Source: an optimization exercise on an open RTL-to-GDS flow (aim: small area). Production flows keep margins and buffers that such runs may drop.
Only simulation tests tie the RTL to the original design; equivalence was not proved.
Power is estimated from default activity; no workload was simulated.

== job 6112 ==
// pam_modem
module pam_modem (
  input clk,
  input rst,
  input [1:0] data_in,
  input signed [7:0] rx_in,
  output signed [7:0] tx_out,
  output signed [7:0] cos_out,
  output [1:0] rx_data
);
For scale: roughly 700 cells after synthesis, roughly 480 flip-flops.
clock: 10.0 ns
lec_check: 0
cap_margin: 20
core_margin: 2
core_utilization: 40
slew_margin: 20
buffer_ports_args: -buffer_cell sky130_fd_sc_hd__buf_1
cts_args: -sink_clustering_enable -repair_clock_nets -dont_use_dummy_load -buf_list sky130_fd_sc_hd__clkbuf_8 -sink_clustering_size 20 -sink_clustering_max_diameter 100 -root_buf sky130_fd_sc_hd__clkbuf_4 -tree_buf sky130_fd_sc_hd__clkbuf_4
standard.sh (not shown) runs the stock make flow with config.mk's settings and CLKGATE_MAP_FILE= SYNTH_SCRIPT=/design/flow/synth_recipe.tcl, a recipe that flattens the netlist after the stock synthesis.
==> flow/flow/run.sh <==
#!/bin/bash
# Layout flow: the standard flow (standard.sh) with these changes:
#  - synthesis: the standard synthesis script (synth_recipe.tcl), except that
#    ABC maps the logic with an area-oriented script (flow/area.abc: deep
#    AIG optimisation, then area-recovering mapping, no buffering or
#    upsizing), and Yosys's extract_fa is skipped (ABC maps the adders too);
#  - the port buffers are the smallest buffer (buf_1) instead of the
#    resizer's default choice (clkdlybuf4s50_1);
#  - clock tree synthesis uses clkbuf_8 sink clusters of up to 20 flip-flops
#    and inserts no dummy loads.
# Each tool's output goes to a log file in this folder (ORFS also keeps its
# per-step logs under orfs/logs/).
set -euo pipefail
work=$PWD
cat > my_synth.tcl <<EOT
proc abc {args} {
  set i [lsearch \$args -script]
  lset args [expr {\$i + 1}] $work/flow/area.abc
  yosys abc {*}\$args
}
proc extract_fa {args} {}
source $work/synth_recipe.tcl
EOT
sed "s#SYNTH_SCRIPT=[^ ]*#SYNTH_SCRIPT=$work/my_synth.tcl#" standard.sh > my_standard.sh
grep -q "SYNTH_SCRIPT=$work/my_synth.tcl" my_standard.sh
cat >> config.mk <<'EOC'
export BUFFER_PORTS_ARGS = -buffer_cell sky130_fd_sc_hd__buf_1
export CTS_ARGS = -sink_clustering_enable -repair_clock_nets -dont_use_dummy_load -buf_list sky130_fd_sc_hd__clkbuf_8 -sink_clustering_size 20 -sink_clustering_max_diameter 100 -root_buf sky130_fd_sc_hd__clkbuf_4 -tree_buf sky130_fd_sc_hd__clkbuf_4
EOC
bash my_standard.sh > flow_make.log 2>&1
==> flow/flow/area.abc <==
&get -n
&st
&deepsyn -T 10
&dch -f
&nf -R 1000
&put
topo
The inputs of job 9954 differ from those of job 6112 as listed below.
Settings: CTS_ARGS changed from -sink_clustering_enable -repair_clock_nets -dont_use_dummy_load -buf_list sky130_fd_sc_hd__clkbuf_8 -sink_clustering_size 20 -sink_clustering_max_diameter 100 -root_buf sky130_fd_sc_hd__clkbuf_4 -tree_buf sky130_fd_sc_hd__clkbuf_4 to -sink_clustering_enable -repair_clock_nets -dont_use_dummy_load -buf_list sky130_fd_sc_hd__clkbuf_8 -sink_clustering_size 20 -sink_clustering_max_diameter 60 -root_buf sky130_fd_sc_hd__clkbuf_4 -tree_buf sky130_fd_sc_hd__clkbuf_4.
-- flow/flow/run.sh --
<<< job 6112, line 27
export BUFFER_PORTS_ARGS = -buffer_cell sky130_fd_sc_hd__buf_1
export CTS_ARGS = -sink_clustering_enable -repair_clock_nets -dont_use_dummy_load -buf_list sky130_fd_sc_hd__clkbuf_8 -sink_clustering_size 20 -sink_clustering_max_diameter 100 -root_buf sky130_fd_sc_hd__clkbuf_4 -tree_buf sky130_fd_sc_hd__clkbuf_4
EOC
>>> job 9954, line 27
export BUFFER_PORTS_ARGS = -buffer_cell sky130_fd_sc_hd__buf_1
export CTS_ARGS = -sink_clustering_enable -repair_clock_nets -dont_use_dummy_load -buf_list sky130_fd_sc_hd__clkbuf_8 -sink_clustering_size 20 -sink_clustering_max_diameter 60 -root_buf sky130_fd_sc_hd__clkbuf_4 -tree_buf sky130_fd_sc_hd__clkbuf_4
EOC
### Flow results
From job 9954 to job 6112, number of cells after detailed placement did not move at all.
Between job 9954 and job 6112, the difference in layout overhead on the synthesized area is negligible.
Ratio of final minimum period to clock period: job 9954 vs job 6112 — no meaningful difference
Count of clock-buffer cells in the layout of job 6112 is on par with job 9954.
Delta (job 9954 minus job 6112): clock skew went up by 7.6 ps; total power divided by cell area was more or less identical; minimum setup slack in the final design went down by 7.6 ps; hold slack went down by 4.7 ps; overall power of the completed layout was more or less identical.
Setup changes, job 9954 to job 1734
Settings: a change of CTS_ARGS from -sink_clustering_enable -repair_clock_nets -dont_use_dummy_load -buf_list sky130_fd_sc_hd__clkbuf_8 -sink_clustering_size 20 -sink_clustering_max_diameter 60 -root_buf sky130_fd_sc_hd__clkbuf_4 -tree_buf sky130_fd_sc_hd__clkbuf_4 to -sink_clustering_enable -repair_clock_nets -dont_use_dummy_load -buf_list sky130_fd_sc_hd__clkbuf_8 -sink_clustering_size 22 -sink_clustering_max_diameter 50.
-- flow/flow/run.sh --
<<< job 9954, line 27
export BUFFER_PORTS_ARGS = -buffer_cell sky130_fd_sc_hd__buf_1
export CTS_ARGS = -sink_clustering_enable -repair_clock_nets -dont_use_dummy_load -buf_list sky130_fd_sc_hd__clkbuf_8 -sink_clustering_size 20 -sink_clustering_max_diameter 60 -root_buf sky130_fd_sc_hd__clkbuf_4 -tree_buf sky130_fd_sc_hd__clkbuf_4
EOC
>>> job 1734, line 27
export BUFFER_PORTS_ARGS = -buffer_cell sky130_fd_sc_hd__buf_1
export CTS_ARGS = -sink_clustering_enable -repair_clock_nets -dont_use_dummy_load -buf_list sky130_fd_sc_hd__clkbuf_8 -sink_clustering_size 22 -sink_clustering_max_diameter 50
EOC
### Flow results
- Summary — routed via count divided by cell count, job 1734 relative to job 9954: lower, by 0.36%.
- Per the comparison of job 1734 with job 9954, total routed wirelength rose 1.4%, area growth from synthesis to layout rose 0.40 points, global-route usage about even, number of nets in the finished design about even.
For job 5712, these inputs were changed with respect to job 1734:
Settings: a deleted CTS_ARGS that had been -sink_clustering_enable -repair_clock_nets -dont_use_dummy_load -buf_list sky130_fd_sc_hd__clkbuf_8 -sink_clustering_size 22 -sink_clustering_max_diameter 50; a deleted BUFFER_PORTS_ARGS that had been -buffer_cell sky130_fd_sc_hd__buf_1; an added CTS_BUF_LIST of sky130_fd_sc_hd__clkbuf_2 sky130_fd_sc_hd__clkbuf_4 sky130_fd_sc_hd__clkbuf_8.
==> flow/run.sh (new file) <==
#!/bin/bash
# synth_recipe.tcl (not shown) runs the flow's synth.tcl, then flattens the netlist and writes it again
# the make line also repeats each setting of config.mk as NAME=value (left out here)
make -C /OpenROAD-flow-scripts/flow DESIGN_CONFIG=/design/flow/config.mk WORK_HOME=/design/flow/orfs CLKGATE_MAP_FILE= SYNTH_SCRIPT=/design/flow/synth_recipe.tcl finish
removed: flow/flow/run.sh
removed: flow/flow/area.abc
removed: flow/standard.sh
### Flow results
Data arrival time of the critical path in job 5712 is 1980 ps below job 1734.
Job 5712 vs. job 1734: global-route wire length before repair picked up an extra about 18%, sum of internal, switching and leakage power picked up an extra 27%.
Compared job 5712 vs job 1734, and relative contribution of combinational cells to total power is down in job 5712.
In job 5712, total net switching power is higher than in job 1734.
Cmp job 5712 and job 1734 / synthesized netlist net count / higher: job 5712
Taking job 1734 as the reference, in job 5712 routed length per placed instance +about 4.4%, number of fillers in the final layout +about 2%, mux cell area share after synthesis +0.23 points, areal power density over the cells +11%.
Job 5712 vs job 1734 on global-route usage: job 5712 is the higher one.
Changes in job 265 relative to job 5712:
Settings: BUFFER_PORTS_ARGS: unset -> -buffer_cell sky130_fd_sc_hd__buf_1; CTS_ARGS: unset -> -sink_clustering_enable -repair_clock_nets -dont_use_dummy_load -buf_list sky130_fd_sc_hd__clkbuf_8 -sink_clustering_size 20 -sink_clustering_max_diameter 40 -root_buf sky130_fd_sc_hd__clkbuf_2 -tree_buf sky130_fd_sc_hd__clkbuf_2; CTS_BUF_LIST: sky130_fd_sc_hd__clkbuf_2 sky130_fd_sc_hd__clkbuf_4 sky130_fd_sc_hd__clkbuf_8 -> unset.
==> flow/flow/run.sh (new file) <==
#!/bin/bash
# Layout flow: the standard flow (standard.sh) with these changes:
#  - synthesis: the standard synthesis script (synth_recipe.tcl), except that
#    ABC maps the logic with an area-oriented script (flow/area.abc: deep
#    AIG optimisation, then area-recovering mapping, no buffering or
#    upsizing), and Yosys's extract_fa is skipped (ABC maps the adders too);
#  - the port buffers are the smallest buffer (buf_1) instead of the
#    resizer's default choice (clkdlybuf4s50_1);
#  - clock tree synthesis uses clkbuf_8 sink clusters of up to 20 flip-flops
#    and inserts no dummy loads.
# Each tool's output goes to a log file in this folder (ORFS also keeps its
# per-step logs under orfs/logs/).
set -euo pipefail
work=$PWD
cat > my_synth.tcl <<EOT
proc abc {args} {
  set i [lsearch \$args -script]
  lset args [expr {\$i + 1}] $work/flow/area.abc
  yosys abc {*}\$args
}
proc extract_fa {args} {}
source $work/synth_recipe.tcl
EOT
sed "s#SYNTH_SCRIPT=[^ ]*#SYNTH_SCRIPT=$work/my_synth.tcl#" standard.sh > my_standard.sh
grep -q "SYNTH_SCRIPT=$work/my_synth.tcl" my_standard.sh
cat >> config.mk <<'EOC'
export BUFFER_PORTS_ARGS = -buffer_cell sky130_fd_sc_hd__buf_1
export CTS_ARGS = -sink_clustering_enable -repair_clock_nets -dont_use_dummy_load -buf_list sky130_fd_sc_hd__clkbuf_8 -sink_clustering_size 20 -sink_clustering_max_diameter 40 -root_buf sky130_fd_sc_hd__clkbuf_2 -tree_buf sky130_fd_sc_hd__clkbuf_2
EOC
bash my_standard.sh > flow_make.log 2>&1
==> flow/flow/area.abc (new file) <==
&get -n
&st
&deepsyn -T 10
&dch -f
&nf -R 1000
&put
topo
==> flow/standard.sh (new file) <==
#!/bin/bash
# synth_recipe.tcl (not shown) runs the flow's synth.tcl, then flattens the netlist and writes it again
# the make line also repeats each setting of config.mk as NAME=value (left out here)
make -C /OpenROAD-flow-scripts/flow DESIGN_CONFIG=/design/flow/config.mk WORK_HOME=/design/flow/orfs CLKGATE_MAP_FILE= SYNTH_SCRIPT=/design/flow/synth_recipe.tcl "${@:-finish}"
removed: flow/run.sh
Results
Routed wire in job 265 totals less than in job 5712.
Across both runs, minimum period implied by the final worst setup slack was lower for job 265 than for job 5712.
Required time of the critical path, job 265 and job 5712: higher on job 265
Input changes introduced in job 5710 (baseline for comparison: job 265):
Settings: CTS_ARGS removed (was -sink_clustering_enable -repair_clock_nets -dont_use_dummy_load -buf_list sky130_fd_sc_hd__clkbuf_8 -sink_clustering_size 20 -sink_clustering_max_diameter 40 -root_buf sky130_fd_sc_hd__clkbuf_2 -tree_buf sky130_fd_sc_hd__clkbuf_2); CTS_CLUSTER_SIZE newly set to 12; BUFFER_PORTS_ARGS removed (was -buffer_cell sky130_fd_sc_hd__buf_1); CTS_BUF_LIST newly set to sky130_fd_sc_hd__clkbuf_4; CTS_CLUSTER_DIAMETER newly set to 40.
==> flow/run.sh (new file) <==
#!/bin/bash
# synth_recipe.tcl (not shown) runs the flow's synth.tcl, then flattens the netlist and writes it again
# the make line also repeats each setting of config.mk as NAME=value (left out here)
make -C /OpenROAD-flow-scripts/flow DESIGN_CONFIG=/design/flow/config.mk WORK_HOME=/design/flow/orfs CLKGATE_MAP_FILE= SYNTH_SCRIPT=/design/flow/synth_recipe.tcl finish
removed: flow/flow/run.sh
removed: flow/flow/area.abc
removed: flow/standard.sh
==> comparison <==
Compared with job 265, job 5710 shows a number of cell instances on the worst register-to-register path that is 4 lower.
Job 5710 against job 265: routed wire length increased by 12% relative to the old numbers; met1 layer usage reported by global route picked up an extra 1.1 points.
Taking job 265 as the reference, in job 5710 total non-filler cell area in the finished layout +about 5.3%, worst-margin pin slew +520 ps.

## port drivers added, routing unchanged
No port has a modelled driver above. Below, the same layouts with a new extraction and two added sets of constraints.
Step 1: set_driving_cell puts a clkbuf_16 on clk and a buf_2 on each other input, an assumption about the parent block.
Step 2 adds t to the input delays and takes it off the output delays; t is the mean of the earliest and latest rising clock arrival at the registers after step 1. Input paths then give back, and output paths get back, about the clock's delay inside the block.
Three values: ideal ports, drivers, drivers and shift; two values: the first two.
| run | t (ns) | setup WS [ns] | hold WS [ns] | latest minus earliest clock arrival (ns) | worst data-port slew with drivers (ns) |
|---|---|---|---|---|---|
| job 6112 | 0.723 | 4.253 / 4.267 / 3.544 | 0.281 / 0.281 / 0.281 | 0.069 / 0.068 | 0.03 |
| job 9954 | 0.719 | 4.246 / 4.260 / 3.541 | 0.277 / 0.277 / 0.277 | 0.075 / 0.075 | 0.03 |
| job 1734 | 0.591 | 4.149 / 4.166 / 3.575 | 0.284 / 0.284 / 0.284 | 0.069 / 0.068 | 0.03 |
| job 5712 | 0.581 | 3.615 / 3.591 / 3.413 | 0.315 / 0.315 / 0.315 | 0.016 / 0.015 | 0.04 |
| job 265 | 0.789 | 4.370 / 4.369 / 3.591 | 0.243 / 0.243 / 0.243 | 0.117 / 0.117 | 0.03 |
| job 5710 | 0.690 | 3.603 / 3.579 / 3.436 | 0.326 / 0.326 / 0.326 | 0.026 / 0.025 | 0.04 |
After both steps every run listed still meets setup and hold. For job 265, which loses most, drivers alone change the setup slack by -0.001 ns; drivers and shift together by -0.779 ns.
